Source: an optimization exercise on an open RTL-to-GDS flow (aim: small area). Production flows keep margins and buffers that such runs may drop.
Function was checked by simulation only, so behaviour that the tests miss may differ from the original.
Power and IR drop assume default switching activity.

Design TLP_Completer, start of the top module:
module TLP_Completer (
	clk,
	reset,
	in_data,
	in_ready,
	buffer_ready0,
	buffer_ready1,
	buffer_ready2,
	buffer_ready3,
	out_data0,
	out_data1,
	out_data2,
	out_data3
);
	input		clk,
			reset,
			buffer_ready0,
			buffer_ready1,
			buffer_ready2,
			buffer_ready3;
	input [34:0]	in_data;		 
	output		in_ready;		 
	output [34:0]	out_data0,		 
			out_data1,
			out_data2,
			out_data3;
	wire [31:0]	payload;
	wire [3:0]	completion_status;
	wire		ready_subunit;
	wire		payload_nz;
	HardwareSubunit #(
		25
	) HardwareSubunit1 (
		.clk(clk),
		.reset(reset),
		.in_data(in_data),
		.next_ready(ready_subunit),
		.out_data(payload),
		.completion_status(completion_status),
		.out_nz(payload_nz)
	);
	OLR OLR1 (
		.clk(clk),
		.reset(reset),
		.header_in(in_data),
		.payload_in(payload),
		.payload_nz(payload_nz),
		.completion_status(completion_status),
		.buffer_ready0(buffer_ready0),
		.buffer_ready1(buffer_ready1),
		.buffer_ready2(buffer_ready2),
		.buffer_ready3(buffer_ready3),
		.data_out0(out_data0),
		.data_out1(out_data1),
		.data_out2(out_data2),
		.data_out3(out_data3),
		.ready_buffer(in_ready),
		.ready_subunit(ready_subunit)
	);
endmodule
Size: ~19,000 um2 of cells after synthesis.
==> module OLR_Ingress, before the edit <==
module OLR_Ingress (
	clk,
	reset,
	header_in,
	payload_in,
	payload_nz,
	cs_in,
	sorter_ready,
	ready1,
	ready2,
	ho_valid,
	po_nz,
	h_kind,
	h_mid,
	h_len,
	h_w2,
	h_la,
	h_b135,
	h_link,
	p_data
);
	input		clk, reset, cs_in, sorter_ready, payload_nz;
	input [34:0]	header_in;
	input [31:0]	payload_in;
	output reg	ready1, ready2, ho_valid, po_nz;
	output reg [2:0] h_kind;		 
	output reg [11:0] h_mid;		 
	output reg [9:0] h_len;		 
	output reg [31:0] h_w2;
	output reg [4:0] h_la;		 
	output reg	h_b135;
	output reg [1:0] h_link;
	output reg [31:0] p_data;
	reg		hctl, pctl, rtd, mwctl, mww, p_lk, h_4dw;
	reg [1:0]	hcnt;
	reg [9:0]	cnt;
	reg		r1_v, r2_v, ho_v, po_v, hctl_v, pctl_v, rtd_v, mwctl_v, mww_v, plk_v, dw4_v;
	reg [2:0]	kind_v;
	reg [11:0]	mid_v;
	reg [9:0]	len_v;
	reg [31:0]	w2_v, pd_v;
	reg [4:0]	la_v;
	reg		b135_v;
	reg [1:0]	link_v, hcnt_v;
	reg [9:0]	cnt_v;
	wire		tnz = |header_in;
	localparam [2:0] K_OTHER = 3'd0, K_MR = 3'd1, K_MW = 3'd2, K_IO = 3'd3, K_CFG0 = 3'd4, K_CFG1 = 3'd5;
	wire [4:0]	typ = header_in[28:24];
	wire [2:0]	fmt = header_in[31:29];
	wire [2:0]	in_kind = (typ == 5'b00000) ? ((fmt[2:1] == 2'b00) ? K_MR : ((fmt[2:1] == 2'b01) ? K_MW : K_OTHER)) :
				  (typ == 5'b00010) ? K_IO : (typ == 5'b00100) ? K_CFG0 : (typ == 5'b00101) ? K_CFG1 : K_OTHER;
	wire		pnz = payload_nz;
	always @(posedge clk) begin
		r1_v = ready1; r2_v = ready2; ho_v = ho_valid; po_v = po_nz;
		hctl_v = hctl; pctl_v = pctl; rtd_v = rtd; mwctl_v = mwctl; mww_v = mww;
		plk_v = p_lk; dw4_v = h_4dw;
		kind_v = h_kind; mid_v = h_mid; len_v = h_len; w2_v = h_w2; la_v = h_la; b135_v = h_b135; link_v = h_link;
		pd_v = p_data; hcnt_v = hcnt; cnt_v = cnt;
		if (reset) begin
			r1_v = 1'b1; r2_v = 1'b0; ho_v = 1'b0; po_v = 1'b0;
			hctl_v = 1'b0; pctl_v = 1'b0; rtd_v = 1'b0; mwctl_v = 1'b0; mww_v = 1'b0;
			hcnt_v = 2'd0;
		end else begin
			if (!hctl_v && !pctl_v && r1_v && tnz && !mwctl_v) begin
				kind_v = in_kind;
				dw4_v = header_in[29];
				mid_v = header_in[23:12];
				len_v = header_in[9:0];
				b135_v = header_in[34];
				link_v = header_in[33:32];
				hcnt_v = 2'd1;
				hctl_v = 1'b1;
				r1_v = 1'b0;
				if (in_kind == K_MR) begin
					pctl_v = 1'b1;
					cnt_v = header_in[9:0];
				end
			end else if (hctl_v && hcnt_v != 2'd0 && r1_v && tnz) begin
				if (hcnt_v == 2'd1) begin
					w2_v = header_in[31:0];
					hcnt_v = 2'd2;
					r1_v = 1'b1;
				end else if (hcnt_v == 2'd2) begin
					if (!dw4_v) begin
						la_v = header_in[6:2];
						r1_v = 1'b0;
						hcnt_v = 2'd0;
					end else begin
						la_v = 5'd0;
						r1_v = 1'b1;
						hcnt_v = 2'd3;
					end
				end else begin
					la_v = header_in[6:2];
					hcnt_v = 2'd0;
					r1_v = 1'b0;
				end
				if (hcnt_v == 2'd0 && !mwctl_v)
					r2_v = 1'b1;
			end
			if (mwctl_v && !r1_v && cnt_v != 10'h3ff) begin
				r1_v = 1'b1;
				cnt_v = cnt_v - 1'b1;
				if (cnt_v == 10'h3ff) begin
					mwctl_v = 1'b0;
					mww_v = 1'b1;
					r1_v = 1'b0;
				end
			end else if (mwctl_v && r1_v && tnz) begin
				r1_v = 1'b0;
			end else if ((hctl_v || pctl_v) && kind_v == K_MW &&
				     hcnt_v == 2'd0 && !mwctl_v && !mww_v) begin
				mwctl_v = 1'b1;
				cnt_v = len_v;
			end
			if (cs_in && r2_v && hctl_v) begin
				r2_v = 1'b0;
				rtd_v = 1'b1;
				mww_v = 1'b0;
				if (pctl_v) begin
					pd_v = payload_in;
					plk_v = pnz | (|link_v);
					cnt_v = cnt_v - 1'b1;
				end
			end else if (pnz && pctl_v && r2_v && !hctl_v) begin
				pd_v = payload_in;
				plk_v = 1'b1;
				cnt_v = cnt_v - 1'b1;
				rtd_v = 1'b1;
			end
			if (rtd_v && sorter_ready && hctl_v) begin
				ho_v = 1'b1;
				hctl_v = 1'b0;
				if (!pctl_v) begin
					rtd_v = 1'b0;
					r1_v = 1'b1;
				end
			end else if (rtd_v && sorter_ready && pctl_v && !hctl_v && !ho_v) begin
				po_v = plk_v;
				rtd_v = 1'b0;
				if (cnt_v != 10'd0)
					r2_v = 1'b1;
				else begin
					pctl_v = 1'b0;
					r1_v = 1'b1;
				end
			end
			if (!sorter_ready) begin
				ho_v = 1'b0;
				po_v = 1'b0;
			end
			if (r1_v && (hcnt_v != 2'd0 || rtd_v) && tnz)
				r1_v = 1'b0;
			else if (!r1_v && hcnt_v != 2'd0 && !tnz)
				r1_v = 1'b1;
			if (r2_v && pnz)
				r2_v = 1'b0;
		end
		ready1 <= r1_v; ready2 <= r2_v; ho_valid <= ho_v; po_nz <= po_v;
		hctl <= hctl_v; pctl <= pctl_v; rtd <= rtd_v; mwctl <= mwctl_v; mww <= mww_v;
		p_lk <= plk_v; h_4dw <= dw4_v;
		h_kind <= kind_v; h_mid <= mid_v; h_len <= len_v; h_w2 <= w2_v; h_la <= la_v; h_b135 <= b135_v; h_link <= link_v;
		p_data <= pd_v; hcnt <= hcnt_v; cnt <= cnt_v;
	end
endmodule
export LEC_CHECK = 0
export ABC_AREA = 1
export CAP_MARGIN = 20
export CORE_MARGIN = 2
export CORE_UTILIZATION = 70
export SLEW_MARGIN = 20
create_clock -name core_clock -period 10.0 [get_ports {clk}]
standard.sh (not shown) runs the stock make flow with config.mk's settings and CLKGATE_MAP_FILE= SYNTH_SCRIPT=/design/flow/synth_recipe.tcl, a recipe that flattens the netlist after the stock synthesis.
==> flow/flow/run.sh <==
#!/bin/bash
# The standard layout with three changes. After the standard synthesis, its
# combinational logic is re-mapped for area by Yosys and ABC (the registers
# keep their names and cells); the port buffers are single strength; and the
# clock tree has no dummy loads. Each tool writes its output to a log here.
set -euo pipefail
export BUFFER_PORTS_ARGS="-buffer_cell sky130_fd_sc_hd__buf_1"
export CTS_ARGS="-sink_clustering_enable -repair_clock_nets -dont_use_dummy_load -buf_list sky130_fd_sc_hd__clkbuf_4 -sink_clustering_size 9 -sink_clustering_max_diameter 60"
bash standard.sh synth > standard_synth.log 2>&1
RES=$PWD/orfs/results/sky130hd/TLP_Completer/base
mkdir -p resyn
python3 flow/filter_lib.py "$FLOW_HOME/platforms/sky130hd/config.mk" \
	"$FLOW_HOME/platforms/sky130hd/lib/sky130_fd_sc_hd__tt_025C_1v80.lib" resyn/cells.lib > filter_lib.log 2>&1
python3 flow/split_lib.py resyn/cells.lib resyn/comb.lib resyn/seq.lib > split_lib.log 2>&1
# the cells ABC maps to: o22ai is left out, as ABC then maps the lane registers'
# hold logic to a22o instead of o22ai with an inverter on the register output
python3 flow/mklib.py resyn/comb.lib resyn/map.lib 'sky130_fd_sc_hd__o22ai_' > mklib.log 2>&1
cp "$RES/1_2_yosys.v" resyn/standard.v
sed "s/@T@/${RESYN_SECONDS:-60}/" flow/abc.script > resyn/abc.script
sed -e "s|@SEQLIB@|resyn/seq.lib|g" -e "s|@COMBLIB@|resyn/comb.lib|g" -e "s|@MAPLIB@|resyn/map.lib|g" -e "s|@IN@|resyn/standard.v|" \
	-e "s|@OUT@|resyn/remapped.v|" -e "s|@STAT0@|resyn/stat0.txt|" -e "s|@SCRIPT@|resyn/abc.script|" \
	flow/resyn.ys.in > resyn/resyn.ys
YOSYS=$(command -v yosys || echo "$FLOW_HOME/../tools/install/yosys/bin/yosys")
"$YOSYS" -l resyn.log -s resyn/resyn.ys > /dev/null 2>&1
cp resyn/remapped.v "$RES/1_2_yosys.v"
rm -f resyn/cells.lib resyn/comb.lib resyn/seq.lib resyn/map.lib
bash standard.sh finish > standard_finish.log 2>&1
Other scripts of this flow, unchanged in this note and not shown: flow/flow/abc.script, flow/flow/filter_lib.py, flow/flow/mklib.py, flow/flow/resyn.ys.in, flow/flow/split_lib.py
Then changed:
--- a/flow/design.v
+++ b/flow/design.v
@@ -153,23 +153,23 @@
 	input [34:0]	header_in;
 	input [31:0]	payload_in;
 	output reg	ready1, ready2, ho_valid, po_nz;
 	output reg [2:0] h_kind;		 
 	output reg [11:0] h_mid;		 
-	output reg [9:0] h_len;		 
+	output [9:0]	h_len;		 
 	output reg [31:0] h_w2;
 	output reg [4:0] h_la;		 
 	output reg	h_b135;
 	output reg [1:0] h_link;
 	output reg [31:0] p_data;
 	reg		hctl, pctl, rtd, mwctl, mww, p_lk, h_4dw;
 	reg [1:0]	hcnt;
 	reg [9:0]	cnt;
+	assign h_len = cnt;
 	reg		r1_v, r2_v, ho_v, po_v, hctl_v, pctl_v, rtd_v, mwctl_v, mww_v, plk_v, dw4_v;
 	reg [2:0]	kind_v;
 	reg [11:0]	mid_v;
-	reg [9:0]	len_v;
 	reg [31:0]	w2_v, pd_v;
 	reg [4:0]	la_v;
 	reg		b135_v;
 	reg [1:0]	link_v, hcnt_v;
 	reg [9:0]	cnt_v;
@@ -182,31 +182,29 @@
 	wire		pnz = payload_nz;
 	always @(posedge clk) begin
 		r1_v = ready1; r2_v = ready2; ho_v = ho_valid; po_v = po_nz;
 		hctl_v = hctl; pctl_v = pctl; rtd_v = rtd; mwctl_v = mwctl; mww_v = mww;
 		plk_v = p_lk; dw4_v = h_4dw;
-		kind_v = h_kind; mid_v = h_mid; len_v = h_len; w2_v = h_w2; la_v = h_la; b135_v = h_b135; link_v = h_link;
+		kind_v = h_kind; mid_v = h_mid; w2_v = h_w2; la_v = h_la; b135_v = h_b135; link_v = h_link;
 		pd_v = p_data; hcnt_v = hcnt; cnt_v = cnt;
 		if (reset) begin
 			r1_v = 1'b1; r2_v = 1'b0; ho_v = 1'b0; po_v = 1'b0;
 			hctl_v = 1'b0; pctl_v = 1'b0; rtd_v = 1'b0; mwctl_v = 1'b0; mww_v = 1'b0;
 			hcnt_v = 2'd0;
 		end else begin
 			if (!hctl_v && !pctl_v && r1_v && tnz && !mwctl_v) begin
 				kind_v = in_kind;
 				dw4_v = header_in[29];
 				mid_v = header_in[23:12];
-				len_v = header_in[9:0];
 				b135_v = header_in[34];
 				link_v = header_in[33:32];
 				hcnt_v = 2'd1;
 				hctl_v = 1'b1;
 				r1_v = 1'b0;
-				if (in_kind == K_MR) begin
+				cnt_v = header_in[9:0];
+				if (in_kind == K_MR)
 					pctl_v = 1'b1;
-					cnt_v = header_in[9:0];
-				end
 			end else if (hctl_v && hcnt_v != 2'd0 && r1_v && tnz) begin
 				if (hcnt_v == 2'd1) begin
 					w2_v = header_in[31:0];
 					hcnt_v = 2'd2;
 					r1_v = 1'b1;
@@ -226,38 +224,36 @@
 					r1_v = 1'b0;
 				end
 				if (hcnt_v == 2'd0 && !mwctl_v)
 					r2_v = 1'b1;
 			end
-			if (mwctl_v && !r1_v && cnt_v != 10'h3ff) begin
+			if (mwctl_v && !r1_v && pd_v[9:0] != 10'h3ff) begin
 				r1_v = 1'b1;
-				cnt_v = cnt_v - 1'b1;
-				if (cnt_v == 10'h3ff) begin
+				pd_v[9:0] = pd_v[9:0] - 1'b1;
+				if (pd_v[9:0] == 10'h3ff) begin
 					mwctl_v = 1'b0;
 					mww_v = 1'b1;
 					r1_v = 1'b0;
 				end
 			end else if (mwctl_v && r1_v && tnz) begin
 				r1_v = 1'b0;
 			end else if ((hctl_v || pctl_v) && kind_v == K_MW &&
 				     hcnt_v == 2'd0 && !mwctl_v && !mww_v) begin
 				mwctl_v = 1'b1;
-				cnt_v = len_v;
+				pd_v[9:0] = cnt_v;
 			end
 			if (cs_in && r2_v && hctl_v) begin
 				r2_v = 1'b0;
 				rtd_v = 1'b1;
 				mww_v = 1'b0;
 				if (pctl_v) begin
 					pd_v = payload_in;
 					plk_v = pnz | (|link_v);
-					cnt_v = cnt_v - 1'b1;
 				end
 			end else if (pnz && pctl_v && r2_v && !hctl_v) begin
 				pd_v = payload_in;
 				plk_v = 1'b1;
-				cnt_v = cnt_v - 1'b1;
 				rtd_v = 1'b1;
 			end
 			if (rtd_v && sorter_ready && hctl_v) begin
 				ho_v = 1'b1;
 				hctl_v = 1'b0;
@@ -266,10 +262,11 @@
 					r1_v = 1'b1;
 				end
 			end else if (rtd_v && sorter_ready && pctl_v && !hctl_v && !ho_v) begin
 				po_v = plk_v;
 				rtd_v = 1'b0;
+				cnt_v = cnt_v - 1'b1;
 				if (cnt_v != 10'd0)
 					r2_v = 1'b1;
 				else begin
 					pctl_v = 1'b0;
 					r1_v = 1'b1;
@@ -287,11 +284,11 @@
 				r2_v = 1'b0;
 		end
 		ready1 <= r1_v; ready2 <= r2_v; ho_valid <= ho_v; po_nz <= po_v;
 		hctl <= hctl_v; pctl <= pctl_v; rtd <= rtd_v; mwctl <= mwctl_v; mww <= mww_v;
 		p_lk <= plk_v; h_4dw <= dw4_v;
-		h_kind <= kind_v; h_mid <= mid_v; h_len <= len_v; h_w2 <= w2_v; h_la <= la_v; h_b135 <= b135_v; h_link <= link_v;
+		h_kind <= kind_v; h_mid <= mid_v; h_w2 <= w2_v; h_la <= la_v; h_b135 <= b135_v; h_link <= link_v;
 		p_data <= pd_v; hcnt <= hcnt_v; cnt <= cnt_v;
 	end
 endmodule
 `timescale 1ns / 1ps
 `default_nettype none
After rerunning: The new run finished clean; worst setup slack improves by 0.13 ns; die area fell by 1.2%; register-to-register slack gets worse by 0.63 ns; cell count goes up by 0.63%; area after synthesis drops by 1.2%; via count is about the same; global-route usage went up by 0.90 points; total power went up by 5.1%; wire length goes up by 0.42%; synthesized cell count goes up by 0.81%; design area drops by 1.2%; combinational power went up by 44%; core utilization went down by 0.53 points.

-- re-timing with driven ports --
The results above use ideal ports. As a check the final layouts listed here were re-extracted and re-timed, cells and wires unchanged. Step 1: set_driving_cell puts a clkbuf_16 on clk and a buf_2 on each other input, an assumption about the parent block. Step 2 moves the port delays by t, midway between the first and last clock arrival at a register: inputs arrive t later, outputs are due t later. That takes back most of the time a late clock gives input paths. Three values: ideal, step 1, step 2; two values: the first two.
run	t, ns	slack for setup (ns)	latest minus earliest clock arrival (ns)	worst register clock-pin slew, ns	worst slew at a driven data input, ns
the first run	0.738	2.688 / 2.713 / 1.976	0.075 / 0.075	0.11 / 0.11	0.06
the second run	0.715	2.822 / 2.843 / 2.129	0.077 / 0.077	0.12 / 0.12	0.04
After both steps setup and hold are still met in every run listed. For the first run, which loses most, drivers alone change the setup slack by +0.025 ns; drivers and shift together by -0.712 ns.
